What follows belongs to an exercise in optimizing a design on an open flow for small area; a production flow would make more cautious choices. Where RTL was checked, it was by simulation tests only, not by an equivalence proof against the original. No functional check of the RTL was part of runs 1 and 3. No activity file was given, so power comes from the tool's default toggle rates.

## flow/design.v

```verilog
`timescale 1ns/1ps
module linear_transfomation (
	input			clock,
	input			rst_n,
	input			cal_begin,
	output			cal_valid,
	input  [11:0]	indata,
	output [11:0]	outdata,
	input  [11:0]	C00, C01, C02, C03, C04, C05, C06, C07, C08,
	input  [11:0]	C09, C10, C11, C12, C13, C14, C15, C16
);
reg  [3:0]	cnt;		 
wire		ready = cnt[3] & cnt[0];
always @(posedge clock, negedge rst_n)
	if (~rst_n)			cnt <= 4'd0;
	else if (ready)		cnt <= cal_begin ? 4'd0 : 4'd9;
	else				cnt <= cnt + 4'd1;
assign cal_valid = ready & ~cal_begin;
reg [11:0]	x;
always @(posedge clock) x <= indata;
wire		full	= ~|x[7:0] & |x[11:8];
wire [3:0]	s		= x[11:8] - {3'd0, full};
wire [2:0]	j		= s[3:1];
wire [3:0]	e		= {1'b0, j} + {3'd0, s[0]};
wire [11:0]	o01		= j[0] ? C03 : C01;
wire [11:0]	o23		= j[0] ? C07 : C05;
wire [11:0]	o45		= j[0] ? C11 : C09;
wire [11:0]	o67		= j[0] ? C15 : C13;
wire [11:0]	o03		= j[1] ? o23 : o01;
wire [11:0]	o47		= j[1] ? o67 : o45;
wire [11:0]	codd	= j[2] ? o47 : o03;
wire [11:0]	e01		= e[0] ? C02 : C00;
wire [11:0]	e23		= e[0] ? C06 : C04;
wire [11:0]	e45		= e[0] ? C10 : C08;
wire [11:0]	e67		= e[0] ? C14 : C12;
wire [11:0]	e03		= e[1] ? e23 : e01;
wire [11:0]	e47		= e[1] ? e67 : e45;
wire [11:0]	ceven	= e[3] ? C16 : e[2] ? e47 : e03;
wire [11:0]	c_lo	= s[0] ? codd  : ceven;
wire [11:0]	t		= codd + ~ceven + {11'd0, ~s[0]};
wire [11:0]	dc		= t ^ {12{s[0]}};
reg [11:0]	c1;
reg [7:0]	d1, u1;
reg			full1;
always @(posedge clock) begin
	c1		<= c_lo;
	d1		<= dc[11:4];
	u1		<= x[7:0];
	full1	<= full;
end
wire b1, b2, b3, b4, b5, b6, b7, b8, b9, b10, b11, b12, b13, b14, b15, b16, b17, b18, b19, b20, b21, b22, b23, b24, b25, b26, b27, b28, b29, b30, b31, b32, b33, b34, b35, b36, b37, b38, b39, b40, b41, b42, b43, b44, b45, b46, b47, b48, b49, b50, b51, b52, b53, b54, b55, b56, b57, b58, b59, b60, b61, b62, b63, b64, b65, b66, b67, b68, b69, b70, b71, b72, b73, b74, b75, b76, b77, b78, b79, s80, k81, s82, k83, s84, k85, s86, k87, s88, k89, s90, k91, s92, k93, s94, k95, s96, k97, s98, k99, s100, k101, s102, k103, s104, k105, s106, k107, s108, k109, s110, k111, s112, k113, s114, k115, s116, k117, s118, k119, s120, k121, s122, k123, s124, k125, s126, k127, s128, k129, s130, k131, s132, k133, s134, k135, s136, k137, s138, k139, s140, k141, s142, k143, s144, k145, s146, k147, s148, k149, s150, k151, s152, k153, s154, k155, s156, k157, s158, k159, s160, k161, s162, k163, s164, k165, s166, k167, s168, k169, s170, k171, s172, k173, s174, k175, s176, k177, s178, k179, s180, k181, s182, k183, s184, k185, s186, k187, s188, k189, s190, k191;
assign b1 = (u1[0] & d1[0]);
assign b2 = (u1[0] & d1[1]);
assign b3 = (u1[1] & d1[0]);
assign b4 = (u1[0] & d1[2]);
assign b5 = (u1[1] & d1[1]);
assign b6 = (u1[2] & d1[0]);
assign b7 = c1[0];
assign b8 = (u1[0] & d1[3]);
assign b9 = (u1[1] & d1[2]);
assign b10 = (u1[2] & d1[1]);
assign b11 = (u1[3] & d1[0]);
assign b12 = c1[0];
assign b13 = (u1[0] & d1[4]);
assign b14 = (u1[1] & d1[3]);
assign b15 = (u1[2] & d1[2]);
assign b16 = (u1[3] & d1[1]);
assign b17 = (u1[4] & d1[0]);
assign b18 = c1[0];
assign b19 = (u1[0] & d1[5]);
assign b20 = (u1[1] & d1[4]);
assign b21 = (u1[2] & d1[3]);
assign b22 = (u1[3] & d1[2]);
assign b23 = (u1[4] & d1[1]);
assign b24 = (u1[5] & d1[0]);
assign b25 = c1[1];
assign b26 = (u1[0] & d1[6]);
assign b27 = (u1[1] & d1[5]);
assign b28 = (u1[2] & d1[4]);
assign b29 = (u1[3] & d1[3]);
assign b30 = (u1[4] & d1[2]);
assign b31 = (u1[5] & d1[1]);
assign b32 = (u1[6] & d1[0]);
assign b33 = c1[2];
assign b34 = (u1[0] & d1[7]);
assign b35 = (u1[1] & d1[6]);
assign b36 = (u1[2] & d1[5]);
assign b37 = (u1[3] & d1[4]);
assign b38 = (u1[4] & d1[3]);
assign b39 = (u1[5] & d1[2]);
assign b40 = (u1[6] & d1[1]);
assign b41 = (u1[7] & d1[0]);
assign b42 = c1[3];
assign b43 = (u1[1] & d1[7]);
assign b44 = (u1[2] & d1[6]);
assign b45 = (u1[3] & d1[5]);
assign b46 = (u1[4] & d1[4]);
assign b47 = (u1[5] & d1[3]);
assign b48 = (u1[6] & d1[2]);
assign b49 = (u1[7] & d1[1]) | (full1 & d1[0]);
assign b50 = c1[4];
assign b51 = (u1[2] & d1[7]);
assign b52 = (u1[3] & d1[6]);
assign b53 = (u1[4] & d1[5]);
assign b54 = (u1[5] & d1[4]);
assign b55 = (u1[6] & d1[3]);
assign b56 = (u1[7] & d1[2]) | (full1 & d1[1]);
assign b57 = c1[5];
assign b58 = (u1[3] & d1[7]);
assign b59 = (u1[4] & d1[6]);
assign b60 = (u1[5] & d1[5]);
assign b61 = (u1[6] & d1[4]);
assign b62 = (u1[7] & d1[3]) | (full1 & d1[2]);
assign b63 = c1[6];
assign b64 = (u1[4] & d1[7]);
assign b65 = (u1[5] & d1[6]);
assign b66 = (u1[6] & d1[5]);
assign b67 = (u1[7] & d1[4]) | (full1 & d1[3]);
assign b68 = c1[7];
assign b69 = (u1[5] & d1[7]);
assign b70 = (u1[6] & d1[6]);
assign b71 = (u1[7] & d1[5]) | (full1 & d1[4]);
assign b72 = c1[8];
assign b73 = (u1[6] & d1[7]);
assign b74 = (u1[7] & d1[6]) | (full1 & d1[5]);
assign b75 = c1[9];
assign b76 = (u1[7] & d1[7]) | (full1 & d1[6]);
assign b77 = c1[10];
assign b78 = (full1 & d1[7]);
assign b79 = c1[11];
assign s80 = b19 ^ b20;
assign k81 = b19 & b20;
assign s82 = b26 ^ b27 ^ b28;
assign k83 = (b26 & b27) | (b26 & b28) | (b27 & b28);
assign s84 = b29 ^ b30;
assign k85 = b29 & b30;
assign s86 = b34 ^ b35 ^ b36;
assign k87 = (b34 & b35) | (b34 & b36) | (b35 & b36);
assign s88 = b37 ^ b38 ^ b39;
assign k89 = (b37 & b38) | (b37 & b39) | (b38 & b39);
assign s90 = b40 ^ b41;
assign k91 = b40 & b41;
assign s92 = b43 ^ b44 ^ b45;
assign k93 = (b43 & b44) | (b43 & b45) | (b44 & b45);
assign s94 = b46 ^ b47 ^ b48;
assign k95 = (b46 & b47) | (b46 & b48) | (b47 & b48);
assign s96 = b49 ^ b50;
assign k97 = b49 & b50;
assign s98 = b51 ^ b52 ^ b53;
assign k99 = (b51 & b52) | (b51 & b53) | (b52 & b53);
assign s100 = b54 ^ b55 ^ b56;
assign k101 = (b54 & b55) | (b54 & b56) | (b55 & b56);
assign s102 = b58 ^ b59 ^ b60;
assign k103 = (b58 & b59) | (b58 & b60) | (b59 & b60);
assign s104 = b8 ^ b9;
assign k105 = b8 & b9;
assign s106 = b13 ^ b14 ^ b15;
assign k107 = (b13 & b14) | (b13 & b15) | (b14 & b15);
assign s108 = b16 ^ b17;
assign k109 = b16 & b17;
assign s110 = s80 ^ b21 ^ b22;
assign k111 = (s80 & b21) | (s80 & b22) | (b21 & b22);
assign s112 = b23 ^ b24 ^ b25;
assign k113 = (b23 & b24) | (b23 & b25) | (b24 & b25);
assign s114 = k81 ^ s82 ^ s84;
assign k115 = (k81 & s82) | (k81 & s84) | (s82 & s84);
assign s116 = b31 ^ b32 ^ b33;
assign k117 = (b31 & b32) | (b31 & b33) | (b32 & b33);
assign s118 = k83 ^ k85 ^ s86;
assign k119 = (k83 & k85) | (k83 & s86) | (k85 & s86);
assign s120 = s88 ^ s90 ^ b42;
assign k121 = (s88 & s90) | (s88 & b42) | (s90 & b42);
assign s122 = k87 ^ k89 ^ k91;
assign k123 = (k87 & k89) | (k87 & k91) | (k89 & k91);
assign s124 = s92 ^ s94 ^ s96;
assign k125 = (s92 & s94) | (s92 & s96) | (s94 & s96);
assign s126 = k93 ^ k95 ^ k97;
assign k127 = (k93 & k95) | (k93 & k97) | (k95 & k97);
assign s128 = s98 ^ s100 ^ b57;
assign k129 = (s98 & s100) | (s98 & b57) | (s100 & b57);
assign s130 = k99 ^ k101 ^ s102;
assign k131 = (k99 & k101) | (k99 & s102) | (k101 & s102);
assign s132 = b61 ^ b62 ^ b63;
assign k133 = (b61 & b62) | (b61 & b63) | (b62 & b63);
assign s134 = k103 ^ b64 ^ b65;
assign k135 = (k103 & b64) | (k103 & b65) | (b64 & b65);
assign s136 = b66 ^ b67 ^ b68;
assign k137 = (b66 & b67) | (b66 & b68) | (b67 & b68);
assign s138 = b69 ^ b70 ^ b71;
assign k139 = (b69 & b70) | (b69 & b71) | (b70 & b71);
assign s140 = b4 ^ b5;
assign k141 = b4 & b5;
assign s142 = s104 ^ b10 ^ b11;
assign k143 = (s104 & b10) | (s104 & b11) | (b10 & b11);
assign s144 = k105 ^ s106 ^ s108;
assign k145 = (k105 & s106) | (k105 & s108) | (s106 & s108);
assign s146 = k107 ^ k109 ^ s110;
assign k147 = (k107 & k109) | (k107 & s110) | (k109 & s110);
assign s148 = k111 ^ k113 ^ s114;
assign k149 = (k111 & k113) | (k111 & s114) | (k113 & s114);
assign s150 = k115 ^ k117 ^ s118;
assign k151 = (k115 & k117) | (k115 & s118) | (k117 & s118);
assign s152 = k119 ^ k121 ^ s122;
assign k153 = (k119 & k121) | (k119 & s122) | (k121 & s122);
assign s154 = k123 ^ k125 ^ s126;
assign k155 = (k123 & k125) | (k123 & s126) | (k125 & s126);
assign s156 = k127 ^ k129 ^ s130;
assign k157 = (k127 & k129) | (k127 & s130) | (k129 & s130);
assign s158 = k131 ^ k133 ^ s134;
assign k159 = (k131 & k133) | (k131 & s134) | (k133 & s134);
assign s160 = k135 ^ k137 ^ s138;
assign k161 = (k135 & k137) | (k135 & s138) | (k137 & s138);
assign s162 = k139 ^ b73 ^ b74;
assign k163 = (k139 & b73) | (k139 & b74) | (b73 & b74);
assign s164 = s140 ^ b6;
assign k165 = s140 & b6;
assign s166 = k141 ^ s142 ^ b12;
assign k167 = (k141 & s142) | (k141 & b12) | (s142 & b12);
assign s168 = k143 ^ s144 ^ b18;
assign k169 = (k143 & s144) | (k143 & b18) | (s144 & b18);
assign s170 = k145 ^ s146 ^ s112;
assign k171 = (k145 & s146) | (k145 & s112) | (s146 & s112);
assign s172 = k147 ^ s148 ^ s116;
assign k173 = (k147 & s148) | (k147 & s116) | (s148 & s116);
assign s174 = k149 ^ s150 ^ s120;
assign k175 = (k149 & s150) | (k149 & s120) | (s150 & s120);
assign s176 = k151 ^ s152 ^ s124;
assign k177 = (k151 & s152) | (k151 & s124) | (s152 & s124);
assign s178 = k153 ^ s154 ^ s128;
assign k179 = (k153 & s154) | (k153 & s128) | (s154 & s128);
assign s180 = k155 ^ s156 ^ s132;
assign k181 = (k155 & s156) | (k155 & s132) | (s156 & s132);
assign s182 = k157 ^ s158 ^ s136;
assign k183 = (k157 & s158) | (k157 & s136) | (s158 & s136);
assign s184 = k159 ^ s160 ^ b72;
assign k185 = (k159 & s160) | (k159 & b72) | (s160 & b72);
assign s186 = k161 ^ s162 ^ b75;
assign k187 = (k161 & s162) | (k161 & b75) | (s162 & b75);
assign s188 = k163 ^ b76 ^ b77;
assign k189 = (k163 & b76) | (k163 & b77) | (b76 & b77);
assign s190 = b78 ^ b79;
assign k191 = b78 & b79;
wire [15:0]	ra = {k189 , k187 , k185 , k183 , k181 , k179 , k177 , k175 , k173 , k171 , k169 , k167 , k165 , s164 , b2 , b1};
wire [15:0]	rb = {s190 , s188 , s186 , s184 , s182 , s180 , s178 , s176 , s174 , s172 , s170 , s168 , s166 , b7 , b3 , 1'b0};
wire [16:0]	rc;
wire [15:0]	m;
assign rc[0] = 1'b0;
assign m[0] = ra[0] ^ rb[0] ^ rc[0];
assign rc[1] = (ra[0] & rb[0]) | (ra[0] & rc[0]) | (rb[0] & rc[0]);
assign m[1] = ra[1] ^ rb[1] ^ rc[1];
assign rc[2] = (ra[1] & rb[1]) | (ra[1] & rc[1]) | (rb[1] & rc[1]);
assign m[2] = ra[2] ^ rb[2] ^ rc[2];
assign rc[3] = (ra[2] & rb[2]) | (ra[2] & rc[2]) | (rb[2] & rc[2]);
assign m[3] = ra[3] ^ rb[3] ^ rc[3];
assign rc[4] = (ra[3] & rb[3]) | (ra[3] & rc[3]) | (rb[3] & rc[3]);
assign m[4] = ra[4] ^ rb[4] ^ rc[4];
assign rc[5] = (ra[4] & rb[4]) | (ra[4] & rc[4]) | (rb[4] & rc[4]);
assign m[5] = ra[5] ^ rb[5] ^ rc[5];
assign rc[6] = (ra[5] & rb[5]) | (ra[5] & rc[5]) | (rb[5] & rc[5]);
assign m[6] = ra[6] ^ rb[6] ^ rc[6];
assign rc[7] = (ra[6] & rb[6]) | (ra[6] & rc[6]) | (rb[6] & rc[6]);
assign m[7] = ra[7] ^ rb[7] ^ rc[7];
assign rc[8] = (ra[7] & rb[7]) | (ra[7] & rc[7]) | (rb[7] & rc[7]);
assign m[15:8] = ra[15:8] + rb[15:8] + rc[8];
reg [11:0]	y3, y4, y5, y6;
always @(posedge clock) begin
	y3 <= {m[15:5], c1[0] ? &m[4:2] : |m[4:2]};
	y4 <= y3;
	y5 <= y4;
	y6 <= y5;
end
assign outdata = y6;
endmodule
```

## flow/flow/run.sh

```bash
#!/bin/bash
# Standard layout, with the port buffers made from the smallest buffer cell,
# a clock tree of small buffers without dummy loads, and power (area)
# recovery on paths with positive slack.
export BUFFER_PORTS_ARGS="-buffer_cell sky130_fd_sc_hd__buf_1"
export CTS_ARGS="-sink_clustering_enable -repair_clock_nets -dont_use_dummy_load -buf_list {sky130_fd_sc_hd__clkbuf_4 sky130_fd_sc_hd__clkbuf_8}"
export RECOVER_POWER=100
bash standard.sh > standard.log 2>&1
```

## flow/standard.sh

```bash
#!/bin/bash
# synth_recipe.tcl (not shown) runs the flow's synth.tcl, then flattens the netlist and writes it again
# the make line also repeats each setting of config.mk as NAME=value (left out here)
make -C /OpenROAD-flow-scripts/flow DESIGN_CONFIG=/design/flow/config.mk WORK_HOME=/design/flow/orfs CLKGATE_MAP_FILE= SYNTH_SCRIPT=/design/flow/synth_recipe.tcl "${@:-finish}"
```

## flow/config.mk

```make
export PLATFORM = sky130hd
export DESIGN_NAME = linear_transfomation
export DESIGN_NICKNAME = linear_transfomation
export VERILOG_FILES = /design/flow/design.v
export SDC_FILE = /design/flow/constraint.sdc
export NUM_CORES = 4
export LEC_CHECK = 0
export ABC_AREA = 0
export CAP_MARGIN = 20
export CORE_MARGIN = 2
export CORE_UTILIZATION = 40
export PLACE_DENSITY = 0.6
export SLEW_MARGIN = 20
```

## flow/constraint.sdc

```tcl
create_clock -name core_clock -period 5.5 [get_ports {clock}]
set_input_delay 1.1000 -clock core_clock [delete_from_list [all_inputs] [get_ports {clock}]]
set_output_delay 1.1000 -clock core_clock [all_outputs]
set_load 0.01 [all_outputs]
```

==> summary.txt, run 1 <==
status=finished clean; CP Capture Type=flip-flop; DP HPWL=14000 um; Psw=2.07 mW; drt wl/cell=16.0 um; reg-to-reg slack, setup=0.31 ns; Final Skew=0.0300 ns; internal power=2.85 mW; #FFs+latches synth=93; Tmin final=5.19 ns; Placer Congestion=0.905; dominant synthesized flop cell=dfxtp_1; largest net degree at the start of global routing=31; Worst path max stage delay=0.52 ns; Total Neg Setup Slack=0 ns; chip width=129 um; top cells by area, synth=dfxtp_1, fa_1, mux4_2; Num CTS Buffers=9; Crit. Startpoint=u1[1]$_DFF_P_; Clock Sinks=93; mux contribution to synthesized area=0.215; CP required=5.77 ns; Final Slew Violations=0; # setup viols final=0; clk buf depth=2; final net count=1081; Synth async-reset ratio=0.0430; final instance area=7570 um2; Seq/Total Area, Yosys=0.301; Simple-Gate Fraction of Synth Area=0.0818; Rows=45; Power per Cell Area=650 nW/um2; clock power share=0.069; sequential share of power=0.229; root buf cell=clkbuf_8; Setup CP Type=reg -> reg; most common cell after layout, fill and taps aside=buf_1; area share of fa/ha/maj cells after synthesis=0.236; Vias=4700; # port buffers=231; placed inst area=7420 um2; most frequent cells in the layout=buf_1, dfxtp_1, inv_1; Logic pwr share=0.702; Die Height=129 um; # DRC=0; sw frac=0.420; grt peak-use layer=met2; Total Routing Usage GR=0.200; M3 GR Usage=0.0429; reg-to-reg endpoint=y3[10]$_DFF_P_; critical path peak fanout=2; fraction of layout cells with a size suffix above 1=0.123; total of max-cap violations=0; Yosys Warn Count=1; Compound-Gate Fraction of Synth Area=0.0594; Rel. slew slack=0.527; average cell area after synthesis=11.6 um2; met2 Resource Use GR=0.374; Worst Hold Margin=0.308 ns; CTS tree=done; final wirelength=15800 um; Final Hold Fails=0; post-route antenna net violation count=0; H-tree levels=3; number of global-route vias before repair=5175; Synth top area share=0.285; Overflow after GRT=0; largest family of logic cells by synthesized area=adder cells; Mapped Area=6260 um2; static leakage=3.21 nW; worst path bufs/invs=6; fin crit share=0.944; Reg-to-Reg Start=u1[1]$_DFF_P_; worst path cell trace=and2_0, ha_1, inv_1, fa_1, fa_1, inv_1, fa_2, fa_1, inv_1, fa_1, inv_1, fa_2, fa_1, inv_1, fa_1, inv_1, fa_2, a21o_1, a21oi_2, o21bai_1, a21oi_1, xnor2_1; pin slew with the least headroom to its limit=0.706 ns; slowest CP cell=fa_1; DP Worst Slack=-0.0475 ns; Die ar.=16700 um2; f_max=0.193 GHz; Worst-path clk slew=0.09 ns; EDFF count, synth=0; Core Region=15300 um2; Area Overhead vs Synth=21.0%; initial core utilization=0.410; drt pass-1 iters=4; worst-skew pair later-pin latency=0.36 ns; peak supply drop=0.000452 V; Mapped Cells=540; Cell variety after synth=42; cell count along the critical path=22; initial antenna violation count=1; Setup WS post-layout=0.307 ns; Post-Synth XOR/XNOR Area=0.0454; Syn Nets=844; drt via density=4.76; Top Ports=232; RSZ-0062 raised after global routing=false; CP delay by family, top=adder cells; HP Class=reg -> reg; Fillers=1468; Synth area leader=dfxtp_1; Arrival @ worst endpoint=5.47 ns; grt met1 use=0.220; crit path to=y3[10]$_DFF_P_; total power=4.92 mW; R2R cell count=22; crit start category=flip-flop; first-pass GRT wire length=25400 um; DR iter-0 viols=142
## logic make-up (layout without fill, tap and decap cells)
family / Yosys count / in the layout
AND/OR/NAND/NOR: 101 / 101
AO/OA/AOI/OAI: 61 / 61
other: 0 / 2
buffers and inverters: 99 / 334
multiplexers: 72 / 72
adder cells (fa/ha/maj): 85 / 85
flip-flops: 93 / 93
XOR/XNOR: 29 / 29
## repair_timing
| action | 4_1_cts | 5_1_grt |
|---|---|---|
| hold buffers | 0 | 0 |
| resized for setup | 2 | 4 |
| setup buffers | 0 | 1 |
| pin swaps | 0 | 4 |
| endpoints found under the setup margin | 1 | 3 |
## worst min-delay path by stage
stage,from,to,cells past startpoint
2_1_floorplan,y3[0]$_DFF_P_,y4[0]$_DFF_P_,0
3_3_place_gp,y5[6]$_DFF_P_,y6[6]$_DFF_P_,0
3_5_place_dp,y3[8]$_DFF_P_,y4[8]$_DFF_P_,0
4_1_cts,y3[8]$_DFF_P_,y4[8]$_DFF_P_,0
5_1_grt,y3[8]$_DFF_P_,y4[8]$_DFF_P_,0
6_report,y3[8]$_DFF_P_,y4[8]$_DFF_P_,0
## metrics by stage
stage                     utilization  instances
after CTS                       0.495        985
after floorplan                     -        540
after global routing            0.496        987
after detailed placement        0.486        976
final                           0.496        988
after global placement          0.486        976
## synthesized netlist by cell type (3+ instances only)
library cell  number
a21o_1             7
a21oi_1           23
a22oi_1            5
and2_1            36
buf_2              9
clkbuf_1          14
dfrtp_1            4
dfxtp_1           89
fa_1              55
ha_1              30
inv_1             75
mux2_2            11
mux2i_1           12
mux4_2            46
nand2_1           37
nor2_1            17
o21ai_0           13
o21bai_1           3
xnor2_1           18
xor2_1             8
## power by group through the flow
stage / Combinational [mW] / Clock, mW / Sequential [mW]
after floorplan: 2.62 / 0 / 1.13
after global placement: 3.25 / 0 / 1.14
after detailed placement: 3.36 / 0 / 1.15
after CTS: 3.41 / 0.359 / 1.13
after global routing: 4.09 / 0.386 / 1.16
final: 3.45 / 0.339 / 1.13
## sequential cells by signal, summed over array words and instances, names as in the netlist
name	count
c1	12
x	12
y3	12
y4	12
y5	12
y6	12
d1	8
u1	8
cnt	4
full1	1
## layer usage
metal / part of all wire / up-vias
met2: 0.54 / 157
met5: 0 / -
li1: - / 2290
met1: 0.38 / 2232
met4: 0.025 / 0
met3: 0.052 / 21
## layout make-up
| type | instances | area (um2) | share of cell area |
|---|---|---|---|
| repair buffers | 250 | 1010 | 0.133 |
| inverters | 75 | 282 | 0.0372 |
| well taps | 211 | 264 | 0.0349 |
| clock buffers | 9 | 124 | 0.0164 |
| flip-flops and latches | 93 | 1880 | 0.249 |
| diodes | 2 | 5.00 | 0.000661 |
| multi-input cells | 348 | 4010 | 0.529 |
## worst register-to-register path: cells and delay by family, from the launching register on
kind	cells	cell delay, ns
AOI/OAI and AO/OA	4	0.57
and+or+nand+nor	1	0.13
buffers and inverters	6	0.44
adders and majority gates	10	3.55
xor gates and xnor gates	1	0.13
DFF	1	0.32
==> run 2, diff against run 1 <==
--- a/flow/design.v
+++ b/flow/design.v
@@ -258,9 +258,5 @@
 assign m[5] = ra[5] ^ rb[5] ^ rc[5];
 assign rc[6] = (ra[5] & rb[5]) | (ra[5] & rc[5]) | (rb[5] & rc[5]);
-assign m[6] = ra[6] ^ rb[6] ^ rc[6];
-assign rc[7] = (ra[6] & rb[6]) | (ra[6] & rc[6]) | (rb[6] & rc[6]);
-assign m[7] = ra[7] ^ rb[7] ^ rc[7];
-assign rc[8] = (ra[7] & rb[7]) | (ra[7] & rc[7]) | (rb[7] & rc[7]);
-assign m[15:8] = ra[15:8] + rb[15:8] + rc[8];
+assign m[15:6] = ra[15:6] + rb[15:6] + rc[6];
 reg [11:0]	y3, y4, y5, y6;
 always @(posedge clock) begin
==> summary.txt, run 2 <==
# setup viols final=0 (unchanged); f_max=0.201 GHz (+4.6%); number of global-route vias before repair=5108 (-1.3%); Core Region=15300 um2 (unchanged); post_cts resized=0 (-2); Final Skew=0.0177 ns (-0.0123 ns); slowest CP cell=ha_1; most frequent cells after synthesis=dfxtp_1, inv_1, fa_1, mux4_2, nand2_1; Total Neg Setup Slack=0 ns (unchanged); peak supply drop=0.000430 V (-4.9%); Fillers=1437 (-2.1%); Die Height=129 um (about the same); initial antenna violation count=2 (+1); Setup CP Type=reg -> reg; Psw=2.12 mW (+2.4%); DR iter-0 viols=179 (+26%); #FFs+latches synth=93 (unchanged); Worst path max stage delay=0.53 ns (about the same); Overflow after GRT=0 (unchanged); DP HPWL=14300 um (+2.5%); Arrival @ worst endpoint=5.24 ns (-0.23 ns); RSZ-0062 raised after global routing=false; top cells by area, synth=dfxtp_1, mux4_2, fa_1; footprint of the multi-input gates=4030 um2 (+0.72%); drt wl/cell=16.7 um (+3.9%); post-route antenna net violation count=0 (unchanged); Total Routing Usage GR=0.206 (+0.00606); CTS tree=done; static leakage=3.07 nW (-4.4%); Vias=4757 (+1.2%); cell mode on critical path=ha_1; R2R cell count=19 (-14%); Yosys Warn Count=1 (unchanged); chip width=129 um (about the same); CP delay by family, top=adder cells; Final Hold Fails=0 (unchanged); CP Capture Type=flip-flop; drt pass-1 iters=4 (unchanged); dominant synthesized flop cell=dfxtp_1; largest net degree at the start of global routing=31 (unchanged); # port buffers=231 (unchanged); crit start category=flip-flop; Final Slew Violations=0 (unchanged); Synth top area share=0.285 (about the same); Cell variety after synth=41 (-2.4%); most common cell after layout, fill and taps aside=buf_1; Rel. slew slack=0.637 (+0.109); Compound-Gate Fraction of Synth Area=0.0616 (+0.00221); Hold EP=y4[6]$_DFF_P_; Post-Synth XOR/XNOR Area=0.0470 (+0.00161); antenna cells=0 (-2); EDFF count, synth=0 (unchanged); clock power share=0.069 (about the same); Clock Sinks=93 (unchanged); # DRC=0 (unchanged); Rows=45 (unchanged); average cell area after synthesis=11.5 um2 (-0.76%); area share of fa/ha/maj cells after synthesis=0.234 (-0.00235); reg-to-reg endpoint=d1[7]$_DFF_P_; Simple-Gate Fraction of Synth Area=0.0848 (+0.00302); Mapped Area=6250 um2 (about the same); reg-to-reg slack, setup=0.53 ns (+0.23 ns); fin crit share=0.903 (-0.0413); most frequent cells in the layout=buf_1, dfxtp_1, inv_1; internal power=2.80 mW (-1.7%); worst hold stages=0 (unchanged); Tmin final=4.97 ns (-0.227 ns); Placer Congestion=0.875 (-3.3%); sw frac=0.430 (+0.00982); critical path peak fanout=15 (+13); mux contribution to synthesized area=0.217 (+0.00124); status=finished clean; initial core utilization=0.410 (about the same); final wirelength=16300 um (+3.1%); Reg-to-Reg Start=x[4]$_DFF_P_; Synth area leader=dfxtp_1; placed inst area=7360 um2 (-0.84%); most common cell in the synthesized netlist=dfxtp_1; # hold bufs at CTS=0 (unchanged); worst path cell trace=or4_1, nor3_1, ha_1, ha_1, inv_1, ha_1, ha_1, buf_4, mux4_2, mux2i_1, nand2_1, o21ai_0, ha_1, a21o_1, a21o_1, o31ai_2, o21ai_0, a21oi_1, xnor2_1; Worst-path clk slew=0.08 ns (about the same); Post-CTS Setup Inserts=0 (unchanged); Synth async-reset ratio=0.0430 (unchanged); clk buf depth=2 (unchanged); FF/Latch Area=1880 um2 (unchanged); Power per Cell Area=658 nW/um2 (+1.2%); largest family of logic cells by synthesized area=adder cells; Die ar.=16700 um2 (about the same); CP required=5.78 ns (about the same); worst path bufs/invs=2 (-4); pin slew with the least headroom to its limit=0.539 ns (-0.166 ns); sequential share of power=0.237 (+0.008); root buf cell=clkbuf_8; Mapped Cells=544 (+0.74%); Seq/Total Area, Yosys=0.301 (about the same); HP Class=reg -> reg; worst-skew pair later-pin latency=0.36 ns (about the same); final instance area=7480 um2 (-1.1%); Top Ports=232 (unchanged); Area Overhead vs Synth=19.6%; Logic pwr share=0.693 (-0.009); min-delay src=y3[6]$_DFF_P_; final net count=1075 (-0.56%); total of max-cap violations=0 (unchanged); H-tree levels=3 (unchanged); drt via density=4.85 (+2.0%); Syn Nets=848 (+0.47%); fraction of layout cells with a size suffix above 1=0.111 (-0.0120); Num CTS Buffers=9 (unchanged); first-pass GRT wire length=25800 um (+1.7%)
==> run 2: changes by cell type after synthesis, moves of 3 or more <==
cell and delta:
o21ai_1 +6, a21oi_1 +3, inv_1 -10, xnor2_1 +3, and2_1 -5, nand2_1 +6
==> run 2: power by group through the flow <==
| stage | clock network (mW) | logic [mW] | registers (mW) |
|---|---|---|---|
| after CTS | 0.361 | 3.50 | 1.17 |
| after floorplan | 0 | 2.82 | 1.13 |
| after detailed placement | 0 | 3.49 | 1.19 |
| after global routing | 0.393 | 4.02 | 1.20 |
| final | 0.341 | 3.41 | 1.17 |
| after global placement | 0 | 3.39 | 1.18 |
==> run 2: metal layers <==
metal | wire length [um] | up-vias | GRT usage | part of all wire
met2 | 8700 | 161 | 0.373 | 0.53
met1 | 6410 | 2278 | 0.243 | 0.39
met4 | 222 | 2 | 0.0518 | 0.014
met3 | 981 | 18 | 0.0557 | 0.060
li1 | - | 2298 | - | -
met5 | 13 | - | 0 | 0.00080
==> run 2: worst max-delay path by stage <==
stage / startpoint / to / cells after the start
after global placement: d1[3]$_DFF_P_ / y3[10]$_DFF_P_ / 20
after detailed placement: d1[2]$_DFF_P_ / y3[10]$_DFF_P_ / 20
after floorplan: x[1]$_DFF_P_ / d1[7]$_DFF_P_ / 21
final: x[4]$_DFF_P_ / d1[7]$_DFF_P_ / 19
after global routing: x[4]$_DFF_P_ / d1[7]$_DFF_P_ / 19
after CTS: x[4]$_DFF_P_ / d1[7]$_DFF_P_ / 19
==> run 2: cell type report <==
class                   count  area share
repair buffers            240       0.125
flip-flops and latches     93       0.252
clock buffers               9      0.0166
well taps                 211      0.0353
multi-input cells         362       0.539
inverters                  65      0.0326
==> run 2: per-stage QoR <==
| stage | utilization | worst slack [ns] | hold WS [ns] | power [mW] | cells |
|---|---|---|---|---|---|
| after floorplan | - | 0.523 | 0.310 | 3.95 | 544 |
| after global placement | 0.482 | 0.614 | 0.310 | 4.57 | 971 |
| after detailed placement | 0.482 | 0.557 | 0.312 | 4.68 | 971 |
| after CTS | 0.490 | 0.536 | 0.310 | 5.04 | 980 |
| after global routing | 0.490 | 0.147 | 0.311 | 5.62 | 980 |
| final | 0.490 | 0.534 | 0.311 | 4.92 | 980 |
==> run 2: cell families (layout without fill, tap and decap cells) <==
kind of cell,count (synthesis),count (layout)
compound gates,65,65
xor+xnor,31,31
fa+ha+maj,85,85
buf+inv,89,314
flops,93,93
mux,73,73
simple gates,108,108
==> run 3, diff against run 2 <==
--- a/flow/design.v
+++ b/flow/design.v
@@ -19,25 +19,16 @@
 reg [11:0]	x;
 always @(posedge clock) x <= indata;
-wire		full	= ~|x[7:0] & |x[11:8];
-wire [3:0]	s		= x[11:8] - {3'd0, full};
-wire [2:0]	j		= s[3:1];
-wire [3:0]	e		= {1'b0, j} + {3'd0, s[0]};
-wire [11:0]	o01		= j[0] ? C03 : C01;
-wire [11:0]	o23		= j[0] ? C07 : C05;
-wire [11:0]	o45		= j[0] ? C11 : C09;
-wire [11:0]	o67		= j[0] ? C15 : C13;
-wire [11:0]	o03		= j[1] ? o23 : o01;
-wire [11:0]	o47		= j[1] ? o67 : o45;
-wire [11:0]	codd	= j[2] ? o47 : o03;
-wire [11:0]	e01		= e[0] ? C02 : C00;
-wire [11:0]	e23		= e[0] ? C06 : C04;
-wire [11:0]	e45		= e[0] ? C10 : C08;
-wire [11:0]	e67		= e[0] ? C14 : C12;
-wire [11:0]	e03		= e[1] ? e23 : e01;
-wire [11:0]	e47		= e[1] ? e67 : e45;
-wire [11:0]	ceven	= e[3] ? C16 : e[2] ? e47 : e03;
-wire [11:0]	c_lo	= s[0] ? codd  : ceven;
-wire [11:0]	t		= codd + ~ceven + {11'd0, ~s[0]};
-wire [11:0]	dc		= t ^ {12{s[0]}};
+wire [7:0]	jo;
+wire [8:0]	eo;
+wire		odd, full;
+seg_select seg_select_inst (.x(x), .jo(jo), .eo(eo), .odd(odd), .full(full));
+wire [11:0]	codd	= ({12{jo[0]}} & C01 | {12{jo[1]}} & C03) | ({12{jo[2]}} & C05 | {12{jo[3]}} & C07)
+					| ({12{jo[4]}} & C09 | {12{jo[5]}} & C11) | ({12{jo[6]}} & C13 | {12{jo[7]}} & C15);
+wire [11:0]	ceven	= ({12{eo[0]}} & C00 | {12{eo[1]}} & C02 | {12{eo[2]}} & C04)
+					| ({12{eo[3]}} & C06 | {12{eo[4]}} & C08 | {12{eo[5]}} & C10)
+					| ({12{eo[6]}} & C12 | {12{eo[7]}} & C14 | {12{eo[8]}} & C16);
+wire [11:0]	c_lo	= odd ? codd  : ceven;
+wire [11:0]	t		= codd + ~ceven + {11'd0, ~odd};
+wire [11:0]	dc		= t ^ {12{odd}};
 reg [11:0]	c1;
 reg [7:0]	d1, u1;
@@ -268,2 +259,16 @@
 assign outdata = y6;
 endmodule
+module seg_select (
+	input  [11:0]	x,
+	output [7:0]	jo,
+	output [8:0]	eo,
+	output			odd,
+	output			full
+);
+assign full	= ~|x[7:0] & |x[11:8];
+wire [3:0]	s	= x[11:8] - {3'd0, full};
+wire [3:0]	e	= {1'b0, s[3:1]} + {3'd0, s[0]};
+assign jo	= 8'd1 << s[3:1];
+assign eo	= 9'd1 << e;
+assign odd	= s[0];
+endmodule
--- a/flow/config.mk
+++ b/flow/config.mk
@@ -12,2 +12,3 @@
 export PLACE_DENSITY = 0.6
 export SLEW_MARGIN = 20
+export SYNTH_HIERARCHICAL = 1
==> summary.txt, run 3 <==
status=finished clean; first-pass GRT wire length=29400 um (+14%); CP delay by family, top=adder cells; crit start category=flip-flop; clk buf depth=2 (unchanged); most frequent cells after synthesis=dfxtp_1, a22oi_1, inv_1, fa_1, nand2_1; critical path peak fanout=7 (-8); Fillers=1500 (+4.4%); cell mode on critical path=fa_1; antenna cells=0 (unchanged); CTS tree=done; footprint of the multi-input gates=3960 um2 (-1.9%); Arrival @ worst endpoint=5.45 ns (+0.21 ns); most common cell after layout, fill and taps aside=buf_1; number of global-route vias before repair=5756 (+13%); Worst path max stage delay=0.52 ns (about the same); Rel. slew slack=0.357 (-0.279); most frequent cells in the layout=buf_1, dfxtp_1, a22oi_1; HP Class=reg -> reg; DR iter-0 viols=484 (+170%); fin crit share=0.938 (+0.0355); static leakage=2.97 nW (-3.2%); post-route antenna net violation count=0 (unchanged); total power=5.13 mW (+4.3%); Setup CP Type=reg -> reg; Post-CTS Setup Inserts=0 (unchanged); peak supply drop=0.000505 V (+17%); Synth area leader=dfxtp_1; # DRC=0 (unchanged); Final Skew=0.0287 ns (+0.0109 ns); final wirelength=18600 um (+14%); largest net degree at the start of global routing=24 (-23%); fraction of layout cells with a size suffix above 1=0.0482 (-0.0624); Area Overhead vs Synth=19.6% (about the same); # hold bufs at CTS=0 (unchanged); final net count=1178 (+9.6%); Cell variety after synth=58 (+41%); EDFF count, synth=0 (unchanged); H-tree levels=3 (unchanged); Clock Sinks=93 (unchanged); Seq/Total Area, Yosys=0.303 (+0.00255); CP Capture Type=flip-flop; Die ar.=16500 um2 (-0.81%); slowest CP cell=fa_1; f_max=0.194 GHz (-3.8%); # port buffers=231 (unchanged); Total Routing Usage GR=0.230 (+0.0244); drt wl/cell=17.5 um (+5.2%); root buf cell=clkbuf_8; Total Neg Setup Slack=0 ns (unchanged); DP HPWL=15700 um (+9.7%); Rows=45 (unchanged); Mapped Area=6200 um2 (-0.84%); Num CTS Buffers=9 (unchanged); worst path cell trace=and2_0, ha_1, inv_1, fa_1, fa_1, inv_1, fa_1, fa_1, inv_1, fa_1, inv_1, fa_1, fa_1, a21o_1, a21oi_1, o21ai_1, o41ai_1, xnor2_1; FF/Latch Area=1880 um2 (about the same); reg-to-reg slack, setup=0.34 ns (-0.20 ns); RSZ-0062 raised after global routing=false; Core Region=15200 um2 (-0.37%); Final Slew Violations=0 (unchanged); Top Ports=232 (unchanged); Mapped Cells=649 (+19%); average cell area after synthesis=9.56 um2 (-17%); chip width=129 um (-0.41%); top cells by area, synth=dfxtp_1, fa_1, a22oi_1; worst-skew pair later-pin latency=0.35 ns (about the same); Worst-path clk slew=0.09 ns (about the same); initial antenna violation count=0 (-2); initial core utilization=0.408 (-0.00194); Tmin final=5.16 ns (+0.195 ns); most common cell in the synthesized netlist=dfxtp_1; drt pass-1 iters=6 (+2); pin slew with the least headroom to its limit=0.960 ns (+0.421 ns); drt via density=5.42 (+12%); Yosys Warn Count=7 (+6); dominant synthesized flop cell=dfxtp_1; Synth async-reset ratio=0.0430 (unchanged); Die Height=129 um (-0.41%); Placer Congestion=0.925 (+5.7%); # setup viols final=0 (unchanged); #FFs+latches synth=93 (unchanged); worst path bufs/invs=4 (+2); CP required=5.78 ns (about the same); total of max-cap violations=0 (unchanged); Overflow after GRT=0 (unchanged); Vias=5745 (+21%); Power per Cell Area=692 nW/um2 (+5.2%); Final Hold Fails=0 (unchanged); Syn Nets=953 (+12%); Synth top area share=0.287 (+0.00241)
[run 3: changes by cell type after synthesis, moves of 12 or more]
cell	previous run	this run
nand3_1	1	15
mux4_2	48	0
a222oi_1	0	12
a22oi_1	4	76
nor2_1	19	32
[run 3: final cells by class]
| cell class | instances | area share |
|---|---|---|
| Multi-Input combinational cell | 461 | 0.534 |
| Sequential cell | 93 | 0.254 |
| Timing Repair Buffer | 247 | 0.133 |
| Tap cell | 188 | 0.0317 |
| Inverter | 62 | 0.0314 |
| Clock buffer | 9 | 0.0167 |
[run 3: worst register-to-register path, stage by stage (launching register included)]
cell     delay (ns)
dfxtp_1        0.38
and2_0         0.18
ha_1           0.28
inv_1          0.07
fa_1           0.43
fa_1           0.53
inv_1          0.06
fa_1           0.42
fa_1           0.42
inv_1          0.09
fa_1           0.17
inv_1          0.05
fa_1           0.47
fa_1           0.48
a21o_1         0.19
a21oi_1        0.23
o21ai_1        0.13
o41ai_1        0.36
xnor2_1        0.16
[run 3: modules after synthesis, one instance, submodules excluded]
module                cells inside  flops+latches  copies in the design
linear_transfomation           572             93                     1
seg_select                      77              0                     1
[run 3: power breakdown]
group | internal [mW] | switching (mW)
Sequential | 1.02 | 0.135
Clock | 0.147 | 0.197
Combinational | 1.69 | 1.95
[run 3: metrics by stage]
| step | std cells | hold WS [ns] | util | area, um2 | setup WS [ns] |
|---|---|---|---|---|---|
| floorplan | 649 | 0.310 | - | 6200 | 0.570 |
| global placement | 1051 | 0.310 | 0.478 | 7260 | 0.172 |
| detailed placement | 1051 | 0.312 | 0.478 | 7260 | 0.0679 |
| CTS | 1060 | 0.317 | 0.486 | 7380 | 0.0418 |
| global route | 1060 | 0.321 | 0.488 | 7420 | 0.0242 |
| finish | 1060 | 0.310 | 0.488 | 7420 | 0.339 |
[run 3: worst paths after layout]
check | depth (start not counted) | start | to
max reg2reg | 18 | u1[1]$_DFF_P_ | y3[10]$_DFF_P_
min reg2reg | 0 | y3[6]$_DFF_P_ | y4[6]$_DFF_P_
max | 18 | u1[1]$_DFF_P_ | y3[10]$_DFF_P_
min | 0 | y3[6]$_DFF_P_ | y4[6]$_DFF_P_
max in group asynchronous | 1 | rst_n | cnt[0]$_DFF_PN0_
min in group asynchronous | 1 | rst_n | cnt[2]$_DFF_PN0_
[run 3: routing by layer]
layer  GRT usage  vias to the layer above  part of all wire
met1       0.280                     2671              0.40
met2       0.407                      275              0.49
li1            -                     2756                 -
met5           0                        -                 0
met4       0.103                        0             0.041
met3      0.0316                       43             0.064
[run 3: logic make-up after synthesis]
family / count (synthesis) / synth area share
and+or+nand+nor: 178 / 0.147
AOI/OAI and AO/OA: 166 / 0.202
buffers and inverters: 95 / 0.0639
DFF: 93 / 0.303
adders and majority gates: 85 / 0.236
xor gates and xnor gates: 29 / 0.0440
muxes: 3 / 0.00484
[run 3: what timing repair did]
item | 4_1_cts | 5_1_grt
endpoints found under the hold margin | 0 | 0
resized for setup | 0 | 11
endpoints found under the setup margin | 0 | 9
==> run 4, diff against run 3 <==
--- a/flow/design.v
+++ b/flow/design.v
@@ -17,10 +17,18 @@
 	else				cnt <= cnt + 4'd1;
 assign cal_valid = ready & ~cal_begin;
-reg [11:0]	x;
-always @(posedge clock) x <= indata;
-wire [7:0]	jo;
-wire [8:0]	eo;
-wire		odd, full;
-seg_select seg_select_inst (.x(x), .jo(jo), .eo(eo), .odd(odd), .full(full));
+wire		full0	= ~|indata[7:0] & |indata[11:8];
+wire [3:0]	s0		= indata[11:8] - {3'd0, full0};
+wire [3:0]	e0		= {1'b0, s0[3:1]} + {3'd0, s0[0]};
+reg [7:0]	jo;			 
+reg [8:0]	eo;			 
+reg			odd, full;
+reg [7:0]	u;
+always @(posedge clock) begin
+	jo		<= 8'd1 << s0[3:1];
+	eo		<= 9'd1 << e0;
+	odd		<= s0[0];
+	full	<= full0;
+	u		<= indata[7:0];
+end
 wire [11:0]	codd	= ({12{jo[0]}} & C01 | {12{jo[1]}} & C03) | ({12{jo[2]}} & C05 | {12{jo[3]}} & C07)
 					| ({12{jo[4]}} & C09 | {12{jo[5]}} & C11) | ({12{jo[6]}} & C13 | {12{jo[7]}} & C15);
@@ -37,5 +45,5 @@
 	c1		<= c_lo;
 	d1		<= dc[11:4];
-	u1		<= x[7:0];
+	u1		<= u;
 	full1	<= full;
 end
@@ -259,16 +267,2 @@
 assign outdata = y6;
 endmodule
-module seg_select (
-	input  [11:0]	x,
-	output [7:0]	jo,
-	output [8:0]	eo,
-	output			odd,
-	output			full
-);
-assign full	= ~|x[7:0] & |x[11:8];
-wire [3:0]	s	= x[11:8] - {3'd0, full};
-wire [3:0]	e	= {1'b0, s[3:1]} + {3'd0, s[0]};
-assign jo	= 8'd1 << s[3:1];
-assign eo	= 9'd1 << e;
-assign odd	= s[0];
-endmodule
--- a/flow/config.mk
+++ b/flow/config.mk
@@ -12,3 +12,2 @@
 export PLACE_DENSITY = 0.6
 export SLEW_MARGIN = 20
-export SYNTH_HIERARCHICAL = 1
==> summary.txt, run 4 <==
RSZ-0062 raised after global routing=false; worst path cell trace=and2_1, ha_1, inv_1, fa_1, fa_1, inv_1, fa_1, fa_1, inv_1, fa_1, inv_1, fa_1, fa_1, a21o_1, a21oi_1, o21ai_1, o41ai_1, xnor2_1; # hold bufs at CTS=0 (unchanged); Finished Layout Cells=1013 (-4.4%); # DRC=0 (unchanged); Overflow after GRT=0 (unchanged); Yosys Warn Count=1 (-6); CP delay by family, top=adder cells; final instance area=7210 um2 (-2.7%); Num CTS Buffers=9 (unchanged); HP Class=reg -> reg; Tmin final=5.15 ns (-0.0108 ns); pin slew with the least headroom to its limit=0.699 ns (-0.261 ns); fraction of layout cells with a size suffix above 1=0.0158 (-0.0324); worst hold stages=0 (unchanged); CP required=5.80 ns (+0.02 ns); most frequent cells in the layout=buf_1, dfxtp_1, a22oi_1; Mapped Area=6100 um2 (-1.6%); drt via density=5.40 (-0.31%); # port buffers=231 (unchanged); top cells by area, synth=dfxtp_1, fa_1, a22oi_1; first-pass GRT wire length=28900 um (-1.7%); Die Height=128 um (-0.79%); slowest CP cell=fa_1; dominant synthesized flop cell=dfxtp_1; Power per Cell Area=724 nW/um2 (+4.6%); total of max-cap violations=0 (unchanged); Rel. slew slack=0.534 (+0.176); initial core utilization=0.406 (-0.00216); Synth area leader=dfxtp_1; CTS tree=done; number of global-route vias before repair=5845 (+1.5%); most frequent cells after synthesis=dfxtp_1, a22oi_1, inv_1, fa_1, nand2_1; post_cts resized=0 (unchanged); worst path bufs/invs=4 (unchanged); Core Region=15000 um2 (-1.1%); static leakage=2.90 nW (-2.4%); largest net degree at the start of global routing=25 (+4.2%); Rows=45 (unchanged); Arrival @ worst endpoint=5.45 ns (about the same); Cell variety after synth=42 (-28%); Die ar.=16300 um2 (-1.6%); reg-to-reg slack, setup=0.35 ns (about the same); fin crit share=0.936 (-0.00196); critical path peak fanout=7 (unchanged); CP Capture Type=flip-flop; Setup CP Type=reg -> reg; drt pass-1 iters=6 (unchanged); drt wl/cell=18.1 um (+3.5%); DP HPWL=15600 um (-0.84%); Placer Congestion=0.958 (+3.6%); most common cell after layout, fill and taps aside=buf_1; Vias=5473 (-4.7%); H-tree levels=3 (unchanged); post-route antenna net violation count=0 (unchanged); Final Slew Violations=0 (unchanged); cell mode on critical path=fa_1; #FFs+latches synth=108 (+16%); EDFF count, synth=0 (unchanged); Worst path max stage delay=0.52 ns (about the same); initial antenna violation count=1 (+1); # setup viols final=0 (unchanged); Area Overhead vs Synth=18.2%; final wirelength=18400 um (-1.1%); utilization after layout=0.480 (-0.00808); root buf cell=clkbuf_8; Seq/Total Area, Yosys=0.358 (+0.0543); final net count=1130 (-4.1%); clk buf depth=2 (unchanged); Worst-path clk slew=0.08 ns (about the same); status=finished clean; Final Skew=0.0216 ns (-0.00704 ns); Cells after DPL=1003 (-4.6%); DR iter-0 viols=274 (-43%); Mapped Cells=610 (-6.0%); Final Hold Fails=0 (unchanged); placed inst area=7100 um2 (-2.2%); Post-CTS Setup Inserts=0 (unchanged); crit start category=flip-flop; Top Ports=232 (unchanged); Total Neg Setup Slack=0 ns (unchanged); Syn Nets=914 (-4.1%); Fillers=1488 (-0.80%); Synth top area share=0.341 (+0.0540); chip width=128 um (-0.79%); most common cell in the synthesized netlist=dfxtp_1; R2R cell count=18 (unchanged); average cell area after synthesis=10.0 um2 (+4.7%); cell count along the critical path=18 (unchanged); worst-skew pair later-pin latency=0.39 ns (+0.04 ns); Total Routing Usage GR=0.233 (+0.00253); Clock Sinks=108 (+16%); f_max=0.194 GHz (+0.21%); Synth async-reset ratio=0.0370 (-0.00597); peak supply drop=0.000679 V (+35%)
-- run 4: cell count changes after synthesis, moves of 3 or more --
cell	change
dfxtp_1	+15
and2_1	-3
a31oi_1	-3
xnor2_1	+5
nor2b_1	-6
clkbuf_1	+3
o21ai_0	-4
nand2_1	-12
nor3_1	-5
buf_2	-7
-- run 4: through the flow --
step	power, mW	worst slack [ns]	hold slack [ns]
after floorplan	4.14	0.707	0.310
after global placement	4.86	0.421	0.310
after detailed placement	4.95	0.318	0.312
after CTS	5.34	0.267	0.323
after global routing	5.88	0.0543	0.336
final	5.22	0.350	0.320
-- run 4: cells by family (layout without fill, tap and decap cells) --
logic type                 Yosys count  after routing  share of synthesized area
DFF                                108            108                      0.358
AOI/OAI and AO/OA                  147            147                      0.179
and+or+nand+nor                    146            146                      0.119
xor gates and xnor gates            31             31                     0.0445
muxes                                2              2                    0.00328
adders and majority gates           85             85                      0.240
buffers and inverters               91            305                     0.0572
other                                0              1                          0
-- run 4: report_power, final --
part           internal, mW  switching, mW
registers              1.13          0.168
clock network         0.147          0.226
logic                  1.66           1.89
total                  2.94           2.28
-- run 4: metal layers --
metal | up-vias | part of all wire | global-route usage
met5 | - | 0 | 0
met4 | 0 | 0.042 | 0.122
met3 | 43 | 0.063 | 0.0456
met2 | 239 | 0.51 | 0.416
met1 | 2625 | 0.39 | 0.262
li1 | 2566 | - | -
-- run 4: worst paths after layout --
path | startpoint | end
hold reg to reg | y3[5]$_DFF_P_ | y4[5]$_DFF_P_
max in group asynchronous | rst_n | cnt[1]$_DFF_PN0_
setup reg to reg | u1[1]$_DFF_P_ | y3[10]$_DFF_P_
hold / removal | y3[5]$_DFF_P_ | y4[5]$_DFF_P_
setup / recovery | u1[1]$_DFF_P_ | y3[10]$_DFF_P_
min in group asynchronous | rst_n | cnt[2]$_DFF_PN0_
-- run 4: layout make-up --
type	count	area [um2]	area share
clock buffer	9	124	0.0172
sequential	108	2180	0.303
antenna	1	2.50	0.000347
tap	188	235	0.0326
multi-input combinational	411	3560	0.493
inverter	65	244	0.0338
timing repair buffer	231	867	0.120
-- run 4: worst register-to-register path, delay by kind of cell, from the launching register on --
family / cells / cell delay [ns]
AO/OA/AOI/OAI: 4 / 0.87
flip-flops: 1 / 0.37
XOR/XNOR: 1 / 0.16
buffers and inverters: 4 / 0.27
AND/OR/NAND/NOR: 1 / 0.18
adder cells (fa/ha/maj): 8 / 3.23
==> run 5, diff against run 4 <==
==> flow/flow/run.sh (replaced) <==
#!/bin/bash
# Standard layout, with the port buffers made from the smallest buffer cell,
# a clock tree of small buffers without dummy loads, and power (area)
# recovery on paths with positive slack.
export BUFFER_PORTS_ARGS="-buffer_cell sky130_fd_sc_hd__buf_1"
export CTS_ARGS="-repair_clock_nets -dont_use_dummy_load -buf_list {sky130_fd_sc_hd__clkbuf_8}"
export RECOVER_POWER=100
bash standard.sh > standard.log 2>&1
==> summary.txt, run 5 <==
status=finished clean; f_max=0.194 GHz (unchanged); Worst-path clk slew=0.08 ns (about the same); final instance area=7210 um2 (unchanged); Area Overhead vs Synth=18.2% (unchanged); Tmin final=5.15 ns (unchanged); pin slew with the least headroom to its limit=0.699 ns (unchanged); worst path cell trace=and2_1, ha_1, inv_1, fa_1, fa_1, inv_1, fa_1, fa_1, inv_1, fa_1, inv_1, fa_1, fa_1, a21o_1, a21oi_1, o21ai_1, o41ai_1, xnor2_1; Total Routing Usage GR=0.233 (unchanged); Num CTS Buffers=9 (unchanged); initial antenna violation count=1 (unchanged); average cell area after synthesis=10.0 um2 (unchanged); Synth area leader=dfxtp_1; Yosys Warn Count=1 (unchanged); worst-skew pair later-pin latency=0.39 ns (about the same); Final Slew Violations=0 (unchanged); root buf cell=clkbuf_8; # DRC=0 (unchanged); Vias=5473 (unchanged); #FFs+latches synth=108 (unchanged); first-pass GRT wire length=28900 um (unchanged); Final Hold Fails=0 (unchanged); fin crit share=0.936 (unchanged); Clock Sinks=108 (unchanged); chip width=128 um (unchanged); drt wl/cell=18.1 um (unchanged); placed inst area=7100 um2 (unchanged); CP delay by family, top=adder cells; most common cell after layout, fill and taps aside=buf_1; HP Class=reg -> reg; Mapped Cells=610 (unchanged); critical path peak fanout=7 (unchanged); DR iter-0 viols=274 (unchanged); Synth top area share=0.341 (unchanged); EDFF count, synth=0 (unchanged); Rel. slew slack=0.534 (unchanged); # setup viols final=0 (unchanged); Power per Cell Area=724 nW/um2 (unchanged); Syn Nets=914 (unchanged); Final Skew=0.0216 ns (unchanged); post-route antenna net violation count=0 (unchanged); Synth async-reset ratio=0.0370 (unchanged); DP HPWL=15600 um (unchanged); # port buffers=231 (unchanged); initial core utilization=0.406 (unchanged); cell mode on critical path=fa_1; Overflow after GRT=0 (unchanged); top cells by area, synth=dfxtp_1, fa_1, a22oi_1; RSZ-0062 raised after global routing=false; CP Capture Type=flip-flop; CTS tree=done; Core Region=15000 um2 (unchanged); final wirelength=18400 um (unchanged); Worst path max stage delay=0.52 ns (about the same); H-tree levels=3 (unchanged); slowest CP cell=fa_1; total of max-cap violations=0 (unchanged); drt pass-1 iters=6 (unchanged); Mapped Area=6100 um2 (unchanged); drt via density=5.40 (unchanged); most frequent cells in the layout=buf_1, dfxtp_1, a22oi_1; static leakage=2.90 nW (unchanged); CP required=5.80 ns (about the same); worst path bufs/invs=4 (unchanged); Placer Congestion=0.958 (unchanged); crit start category=flip-flop; Top Ports=232 (unchanged); Arrival @ worst endpoint=5.45 ns (about the same); Die Height=128 um (unchanged); clk buf depth=2 (unchanged); largest net degree at the start of global routing=25 (unchanged); Total Neg Setup Slack=0 ns (unchanged); Seq/Total Area, Yosys=0.358 (unchanged); peak supply drop=0.000679 V (unchanged); number of global-route vias before repair=5845 (unchanged); Die ar.=16300 um2 (unchanged); Setup CP Type=reg -> reg; most common cell in the synthesized netlist=dfxtp_1; dominant synthesized flop cell=dfxtp_1; Rows=45 (unchanged); Cell variety after synth=42 (unchanged); Post-CTS Setup Inserts=0 (unchanged); most frequent cells after synthesis=dfxtp_1, a22oi_1, inv_1, fa_1, nand2_1; fraction of layout cells with a size suffix above 1=0.0158 (unchanged); final net count=1130 (unchanged)
[run 5: area by class of cell]
cell class	instances	area [um2]
multi-input cells	411	3560
clock buffers	9	124
well taps	188	235
repair buffers	231	867
diodes	1	2.50
fillers	1488	7820
inverters	65	244
flip-flops and latches	108	2180
[run 5: power by group]
| part | leakage [nW] | switching (mW) | internal (mW) |
|---|---|---|---|
| Combinational | 1.91 | 1.89 | 1.66 |
| Sequential | 0.921 | 0.168 | 1.13 |
| Clock | 0.0647 | 0.226 | 0.147 |
[run 5: stage by stage]
stage	hold slack [ns]	power, mW	std cells	util	setup WS, ns
after floorplan	0.310	4.14	610	-	0.707
after global placement	0.310	4.86	1003	0.472	0.421
after detailed placement	0.312	4.95	1003	0.472	0.318
after CTS	0.323	5.34	1012	0.480	0.267
after global routing	0.336	5.88	1013	0.480	0.0543
final	0.320	5.22	1013	0.480	0.350
[run 5: final timing paths]
path                            depth (start not counted)          start  slack [ns]               end
worst min register to register                          0  y3[5]$_DFF_P_        0.32     y4[5]$_DFF_P_
worst min-delay path                                    0  y3[5]$_DFF_P_        0.32     y4[5]$_DFF_P_
worst max-delay path                                   18  u1[1]$_DFF_P_        0.35    y3[10]$_DFF_P_
worst max register to register                         18  u1[1]$_DFF_P_        0.35    y3[10]$_DFF_P_
max in group asynchronous                               1          rst_n        4.77  cnt[1]$_DFF_PN0_
min in group asynchronous                               1          rst_n        0.54  cnt[2]$_DFF_PN0_
[run 5: cell families after synthesis]
logic type | synth area share
compound gates | 0.179
xor+xnor | 0.0445
fa+ha+maj | 0.240
buf+inv | 0.0572
flops | 0.358
mux | 0.00328
simple gates | 0.119
[run 5: worst register-to-register path, stage by stage (launching register included)]
cell	delay, ns
dfxtp_1	0.37
and2_1	0.18
ha_1	0.29
inv_1	0.08
fa_1	0.44
fa_1	0.52
inv_1	0.05
fa_1	0.42
fa_1	0.43
inv_1	0.09
fa_1	0.17
inv_1	0.05
fa_1	0.48
fa_1	0.48
a21o_1	0.17
a21oi_1	0.25
o21ai_1	0.14
o41ai_1	0.31
xnor2_1	0.16
[run 5: timing repair]
item,CTS,global route
gates resized for setup,0,2
hold buffers,0,0
endpoints found under the setup margin,0,2
[run 5: routing by layer]
metal	track usage	part of all wire
met4	0.122	0.042
met3	0.0456	0.063
met2	0.416	0.51
met5	0	0
met1	0.262	0.39
==> run 6, diff against run 5 <==
==> flow/flow/run.sh (replaced) <==
#!/bin/bash
# Standard layout, with the port buffers made from the smallest buffer cell,
# a clock tree of small buffers without dummy loads, and power (area)
# recovery on paths with positive slack.
export BUFFER_PORTS_ARGS="-buffer_cell sky130_fd_sc_hd__buf_1"
export CTS_ARGS="-sink_clustering_enable -sink_clustering_size 40 -sink_clustering_max_diameter 300 -repair_clock_nets -dont_use_dummy_load -buf_list {sky130_fd_sc_hd__clkbuf_8 sky130_fd_sc_hd__clkbuf_16}"
export RECOVER_POWER=100
bash standard.sh > standard.log 2>&1
==> summary.txt, run 6 <==
status=finished clean; Post-CTS Setup Inserts=0 (unchanged); root buf cell=clkbuf_16; Setup CP Type=reg -> reg; CTS tree=done; CP Capture Type=flip-flop; Clock Sinks=108 (unchanged); Total Neg Setup Slack=0 ns (unchanged); Num CTS Buffers=9 (unchanged); most frequent cells after synthesis=dfxtp_1, a22oi_1, inv_1, fa_1, nand2_1; Tmin final=5.14 ns (-0.00996 ns); post_cts resized=0 (unchanged); Area Overhead vs Synth=19.9%; # setup viols final=0 (unchanged); #FFs+latches synth=108 (unchanged); Worst-path clk slew=0.06 ns (-0.02 ns); most frequent cells in the layout=buf_1, dfxtp_1, a22oi_1; fraction of layout cells with a size suffix above 1=0.0158 (unchanged); largest net degree at the start of global routing=25 (unchanged); # DRC=0 (unchanged); Rows=45 (unchanged); cell mode on critical path=fa_1; Arrival @ worst endpoint=5.41 ns (-0.04 ns); static leakage=2.94 nW (+1.6%); f_max=0.195 GHz (+0.19%); Top Ports=232 (unchanged); Synth async-reset ratio=0.0370 (unchanged); slowest CP cell=fa_1; Cell variety after synth=42 (unchanged); Yosys Warn Count=1 (unchanged); utilization after layout=0.487 (+0.00683); # hold bufs at CTS=0 (unchanged); critical path peak fanout=7 (unchanged); Overflow after GRT=0 (unchanged); final instance area=7320 um2 (+1.4%); Synth area leader=dfxtp_1; DP HPWL=15600 um (unchanged); drt via density=5.42 (+0.27%); most common cell in the synthesized netlist=dfxtp_1; top cells by area, synth=dfxtp_1, fa_1, a22oi_1; CP required=5.77 ns (-0.03 ns); peak supply drop=0.000673 V (-0.94%); Final Skew=0.0145 ns (-0.00715 ns); Power per Cell Area=737 nW/um2 (+1.8%); final wirelength=18400 um (+0.36%); first-pass GRT wire length=28900 um (unchanged); fin crit share=0.935 (-0.00181); Rel. slew slack=0.538 (+0.00416); most common cell after layout, fill and taps aside=buf_1; average cell area after synthesis=10.0 um2 (unchanged); Total Routing Usage GR=0.232 (-0.000447); Core Region=15000 um2 (unchanged); pin slew with the least headroom to its limit=0.693 ns (-0.00625 ns); EDFF count, synth=0 (unchanged); sw frac=0.426 (-0.0103); Vias=5488 (+0.27%); Worst Hold Margin=0.320 ns (-0.0000610 ns); RSZ-0062 raised after global routing=false; worst path cell trace=and2_0, ha_1, inv_1, fa_1, fa_1, inv_1, fa_1, fa_1, inv_1, fa_1, inv_1, fa_1, fa_1, a21o_1, a21oi_1, o21ai_1, o41ai_1, xnor2_1; R2R cell count=18 (unchanged); DR iter-0 viols=278 (+1.5%); number of global-route vias before repair=5813 (-0.55%); Mapped Area=6100 um2 (unchanged); Syn Nets=914 (unchanged); crit path to=y3[10]$_DFF_P_; clk buf depth=2 (unchanged); cell count along the critical path=18 (unchanged); sequential share of power=0.241 (-0.008); worst-skew pair later-pin latency=0.35 ns (-0.04 ns); Synth top area share=0.341 (unchanged); total of max-cap violations=0 (unchanged); initial core utilization=0.406 (unchanged); Die ar.=16300 um2 (unchanged); post-route antenna net violation count=0 (unchanged); drt pass-1 iters=5 (-1); CP delay by family, top=adder cells; Crit. Startpoint=u1[1]$_DFF_P_; worst path bufs/invs=4 (unchanged); initial antenna violation count=1 (unchanged); placed inst area=7100 um2 (unchanged); Logic pwr share=0.661 (-0.019); drt wl/cell=18.2 um (+0.36%); reg-to-reg endpoint=y3[10]$_DFF_P_; Mapped Cells=610 (unchanged); Seq/Total Area, Yosys=0.358 (unchanged); Placer Congestion=0.958 (unchanged); # port buffers=231 (unchanged); crit start category=flip-flop; chip width=128 um (unchanged); Fillers=1473 (-1.0%); Final Slew Violations=0 (unchanged); H-tree levels=3 (unchanged); Die Height=128 um (unchanged); final net count=1130 (unchanged); internal power=3.09 mW (+5.2%); dominant synthesized flop cell=dfxtp_1; reg-to-reg slack, setup=0.36 ns (about the same); HP Class=reg -> reg; Worst path max stage delay=0.52 ns (about the same); Reg-to-Reg Start=u1[1]$_DFF_P_; clock power share=0.098 (+0.027); Final Hold Fails=0 (unchanged); Psw=2.30 mW (+0.85%)
## run 6: worst min-delay path by stage
stage	startpoint	end	depth (start not counted)
finish	y3[5]$_DFF_P_	y4[5]$_DFF_P_	0
global route	y3[7]$_DFF_P_	y4[7]$_DFF_P_	0
CTS	y3[5]$_DFF_P_	y4[5]$_DFF_P_	0
detailed placement	y3[7]$_DFF_P_	y4[7]$_DFF_P_	0
global placement	y5[6]$_DFF_P_	y6[6]$_DFF_P_	0
floorplan	full$_DFF_P_	full1$_DFF_P_	0
## run 6: final cells by class
type | instances | area (um2) | area share
inverter | 65 | 244 | 0.0334
timing repair buffer | 231 | 867 | 0.119
sequential | 108 | 2180 | 0.299
antenna | 1 | 2.50 | 0.000342
tap | 188 | 235 | 0.0322
clock buffer | 9 | 225 | 0.0308
multi-input combinational | 411 | 3560 | 0.486
## run 6: metal layers
layer / part of all wire / wire length, um / global-route usage / up-vias
li1: - / - / - / 2568
met2: 0.50 / 9300 / 0.417 / 234
met5: 0 / 0 / 0 / -
met4: 0.040 / 734 / 0.116 / 0
met1: 0.40 / 7290 / 0.263 / 2643
met3: 0.061 / 1120 / 0.0452 / 43
## run 6: metrics by stage
stage / power [mW] / worst slack, ns / cells
final: 5.39 / 0.360 / 1013
after detailed placement: 4.95 / 0.318 / 1003
after floorplan: 4.14 / 0.707 / 610
after global placement: 4.86 / 0.421 / 1003
after global routing: 6.06 / 0.0691 / 1013
after CTS: 5.51 / 0.278 / 1012
## run 6: cells by family after synthesis
group / after synthesis / share of synthesized area
adders and majority gates: 85 / 0.240
buffers and inverters: 91 / 0.0572
muxes: 2 / 0.00328
DFF: 108 / 0.358
and+or+nand+nor: 146 / 0.119
xor gates and xnor gates: 31 / 0.0445
AOI/OAI and AO/OA: 147 / 0.179
## run 6: power by group through the flow
| stage | Sequential [mW] | Combinational (mW) | Clock [mW] |
|---|---|---|---|
| finish | 1.30 | 3.56 | 0.530 |
| global route | 1.34 | 4.15 | 0.578 |
| CTS | 1.30 | 3.66 | 0.548 |
| detailed placement | 1.31 | 3.64 | 0 |
| global placement | 1.30 | 3.55 | 0 |
| floorplan | 1.25 | 2.90 | 0 |

-- port drivers added, routing unchanged --
How much do the figures lean on ideal ports? The routed layouts below were timed once more, with nothing changed but the port constraints.
Step 1 (the two cells are an assumption about what drives the block):
set clk [get_ports {clock}]
set_driving_cell -lib_cell sky130_fd_sc_hd__clkbuf_16 $clk
set_driving_cell -lib_cell sky130_fd_sc_hd__buf_2 [delete_from_list [all_inputs] $clk]
Step 2 moves the port delays by t, midway between the first and last clock arrival at a register: inputs arrive t later, outputs are due t later. That takes back most of the time a late clock gives input paths.
a / b / c = ideal / step 1 / step 2; a / b = the first two.
run	t (ns)	setup WS [ns]	latest minus earliest clock arrival (ns)
run 1	0.374	0.307 / 0.307 / 0.307	0.031 / 0.031
run 2	0.384	0.534 / 0.534 / 0.534	0.020 / 0.020
run 3	0.373	0.339 / 0.339 / 0.339	0.029 / 0.030
run 4	0.409	0.350 / 0.350 / 0.350	0.022 / 0.023
run 5	0.409	0.350 / 0.350 / 0.350	0.022 / 0.023
run 6	0.381	0.360 / 0.359 / 0.359	0.015 / 0.015
After both steps setup and hold are still met in every run listed. The setup slack of run 6, which loses most, moves by -0.001 ns with the drivers and by -0.001 ns with both steps.
